What follows belongs to an exercise in optimizing a design on an open flow for small area; a production flow would make more cautious choices. Only simulation tests tie the RTL to the original design; equivalence was not proved.

==> cedar: inputs <==
## fir_filter
module fir_filter (
    input CLK_Filter,
    input rst_n,
    input wire [7:0] filter_in,
    output reg [19:0] filter_out
);
make LEC_CHECK=0 CAP_MARGIN=20 CORE_MARGIN=2 CORE_UTILIZATION=60 CTS_BUF_LIST=sky130_fd_sc_hd__clkbuf_8 CTS_CLUSTER_SIZE=40 GPL_TIMING_DRIVEN=0 SLEW_MARGIN=20 SYNTH_HIERARCHICAL=1 SYNTH_MINIMUM_KEEP_SIZE=0 finish   # period 8.0 ns
run.sh (not shown) runs the stock make flow with config.mk's settings and CLKGATE_MAP_FILE= SYNTH_SCRIPT=/design/flow/synth_recipe.tcl, a recipe that flattens the netlist after the stock synthesis.
==> inputs of zinc, as changes to cedar <==
- CTS_BUF_LIST: sky130_fd_sc_hd__clkbuf_8 -> sky130_fd_sc_hd__clkbuf_8 sky130_fd_sc_hd__clkbuf_16
- CTS_CLUSTER_DIAMETER: default -> 150
- CTS_CLUSTER_SIZE: 40 -> 30
==> inputs of sierra, as changes to cedar <==
- CORE_UTILIZATION: 60 -> 40
- CTS_BUF_LIST: sky130_fd_sc_hd__clkbuf_8 -> default
- CTS_CLUSTER_SIZE: 40 -> default
- GPL_TIMING_DRIVEN: 0 -> default
==> comparison <==
zinc completed with no timing, DRC or antenna violations. cedar completed with no timing, DRC or antenna violations. sierra went through all stages and came out clean.
Against zinc, the sequential share of layout area of sierra is lower by 2.4 points.
Via count: zinc < cedar < sierra.
Clock skew, lowest first: sierra, zinc, cedar.
Design area, lowest first: zinc, cedar, sierra.
Synthesized area is the same in zinc and sierra.
Of cedar and sierra, sierra has the higher wire length (gap 6.1%, measured against sierra).
Synthesized cell count is the same in zinc and cedar.
Non-clock buffer count: sierra > zinc > cedar.
Of cedar and sierra, sierra has the higher final cell count (gap 12%, measured against sierra).
==> figures <==
Result of the run: sierra finished clean; cedar finished clean; zinc finished clean
Headroom to the max-slew limit: sierra 39.5%; cedar 68.0%; zinc 68.3%
Clock root buffer master: sierra sky130_fd_sc_hd__clkbuf_16; cedar sky130_fd_sc_hd__clkbuf_8; zinc sky130_fd_sc_hd__clkbuf_16
Final worst-path cycle share: sierra 96.3%; cedar 96.8%; zinc 96.8%
Final std cells w/o fill: sierra 1147; cedar 1012; zinc 964
Worst path most repeated cell: sierra sky130_fd_sc_hd__fa_2; cedar sky130_fd_sc_hd__fa_1; zinc sky130_fd_sc_hd__fa_2
Detailed-routed wire length on met3: sierra 1010 µm; cedar 930 µm; zinc 764 µm
Vias in the first global route: sierra 6691; cedar 6508; zinc 6216
Die height: sierra 176 µm; cedar 145 µm; zinc 145 µm
Reg-to-reg critical path startpoint: sierra d10[3]; cedar d7[0]; zinc d8[3]
Minimum setup slack in the final design: sierra 299 ps; cedar 255 ps; zinc 253 ps
Number of buffer and inverter stages on the critical path: sierra 1; cedar 0; zinc 1
Layout Skew: sierra 17.1 ps; cedar 30.4 ps; zinc 25.0 ps
Tap cells: sierra 390; cedar 265; zinc 265
Path depth of the worst reg2reg path: sierra 23; cedar 21; zinc 23
Placement Rows: sierra 63; cedar 51; zinc 51
Layout cells sized above 1: sierra 21.7%; cedar 19.7%; zinc 16.2%
Fraction of area in multi-input gates: sierra 45.7%; cedar 46.9%; zinc 48.7%

==> run a: inputs <==
Another version of the RTL of fir_filter (not shown whole).
Settings: LEC_CHECK=0, CAP_MARGIN=20, CORE_MARGIN=2, CORE_UTILIZATION=60, CTS_BUF_LIST=sky130_fd_sc_hd__clkbuf_8 sky130_fd_sc_hd__clkbuf_16, CTS_CLUSTER_DIAMETER=150, CTS_CLUSTER_SIZE=30, GPL_TIMING_DRIVEN=0, SLEW_MARGIN=20, SYNTH_HIERARCHICAL=1, SYNTH_MINIMUM_KEEP_SIZE=0; clock period 8.0 ns.
standard.sh (not shown) runs the stock make flow with config.mk's settings and CLKGATE_MAP_FILE= SYNTH_SCRIPT=/design/flow/synth_recipe.tcl, a recipe that flattens the netlist after the stock synthesis.
==> flow/flow/run.sh <==
#!/bin/bash
# The standard ORFS flow (the standard.sh) with two arguments changed:
# the port buffers use the smallest buffer cell, and the clock tree is built
# from smaller clusters of smaller buffers, without dummy loads.
set -euo pipefail
bash standard.sh \
  'BUFFER_PORTS_ARGS=-buffer_cell sky130_fd_sc_hd__buf_1' \
  'CTS_ARGS=-sink_clustering_enable -repair_clock_nets -sink_clustering_size 16 -sink_clustering_max_diameter 80 -sink_buffer_max_cap_derate 1.0 -buf_list {sky130_fd_sc_hd__clkbuf_8} -dont_use_dummy_load' \
  finish > standard.log 2>&1
==> run b: changes against run a <==
--- a/flow/design.v
+++ b/flow/design.v
@@ -1,10 +1,10 @@
 module fir_filter (
     input CLK_Filter,
     input rst_n,
     input wire [7:0] filter_in,
-    output reg [19:0] filter_out
+    output wire [19:0] filter_out
 );
   reg [7:0] d0;
   reg [7:0] d1;
   reg [7:0] d2;
   reg [7:0] d3;
@@ -726,14 +726,18 @@
   wire o662 = s620 ^ g649;
   wire o663 = s592 ^ g650;
   wire o664 = n622 ^ g651;
   wire o665 = 1'b1 ^ g652;
   wire [19:0] y = {o665, o664, o663, o662, o661, o660, o659, o658, o657, o656, o655, o654, s608, s606, s604, s602, s600, s598, s596, s594};
+  reg en2;
   always @(posedge CLK_Filter or negedge rst_n) begin
-    if (!rst_n) filter_out <= 20'd0;
-    else filter_out <= y & {20{en}};
+    if (!rst_n) en2 <= 1'b0;
+    else en2 <= en;
   end
+  reg [19:0] q;
+  always @(posedge CLK_Filter) q <= y;
+  assign filter_out = q & {20{en2}};
 endmodule
 module fir_fa (input a, input b, input ci, output s, output co);
   assign s = a ^ b ^ ci;
   assign co = (a & b) | (a & ci) | (b & ci);
 endmodule
- CORE_UTILIZATION: 60 -> 70
- CTS_BUF_LIST: sky130_fd_sc_hd__clkbuf_8 sky130_fd_sc_hd__clkbuf_16 -> not set
- CTS_CLUSTER_DIAMETER: 150 -> not set
- CTS_CLUSTER_SIZE: 30 -> not set
==> comparison <==
Run a finished clean. Run b finished with timing, DRC and antenna clean. Design area: run a is larger than run b (about 1.5%). Utilization: run b is higher than run a (11 points). Against run b, the routed wire length of run a is higher by about 5.6%. Of run a and run b, run a has the higher sequential share of layout area (gap 0.095 points).

## afterwards: timing with drivers on the ports
In the flow no input, the clock included, has a driving cell. The finished layouts below were timed again as built, in two steps. Step 1: set_driving_cell puts a clkbuf_16 on CLK_Filter and a buf_2 on each other input, an assumption about the parent block. Step 2 adds t to the input delays and takes it off the output delays; t is the mean of the earliest and latest rising clock arrival at the registers after step 1. Input paths then give back, and output paths get back, about the clock's delay inside the block. a / b / c = ideal ports / drivers / drivers and shift; a / b = the first two.
| run | t, ns | setup slack, ns | hold WS [ns] | worst data-port slew with drivers (ns) | pins driven straight from the clock port |
|---|---|---|---|---|---|
| cedar | 0.577 | 0.255 / 0.255 / 0.255 | 0.348 / 0.348 / 0.348 | 0.05 | 1 |
| zinc | 0.515 | 0.253 / 0.253 / 0.253 | 0.358 / 0.358 / 0.358 | 0.05 | 1 |
| sierra | 0.556 | 0.299 / 0.299 / 0.299 | 0.343 / 0.343 / 0.343 | 0.05 | 1 |
| run a | 0.539 | 0.241 / 0.241 / 0.241 | 0.334 / 0.334 / 0.334 | 0.03 | 1 |
| run b | 0.528 | 0.262 / 0.262 / 0.262 | 0.331 / 0.331 / 0.331 | 0.03 | 1 |
After both steps every run listed still meets setup and hold.
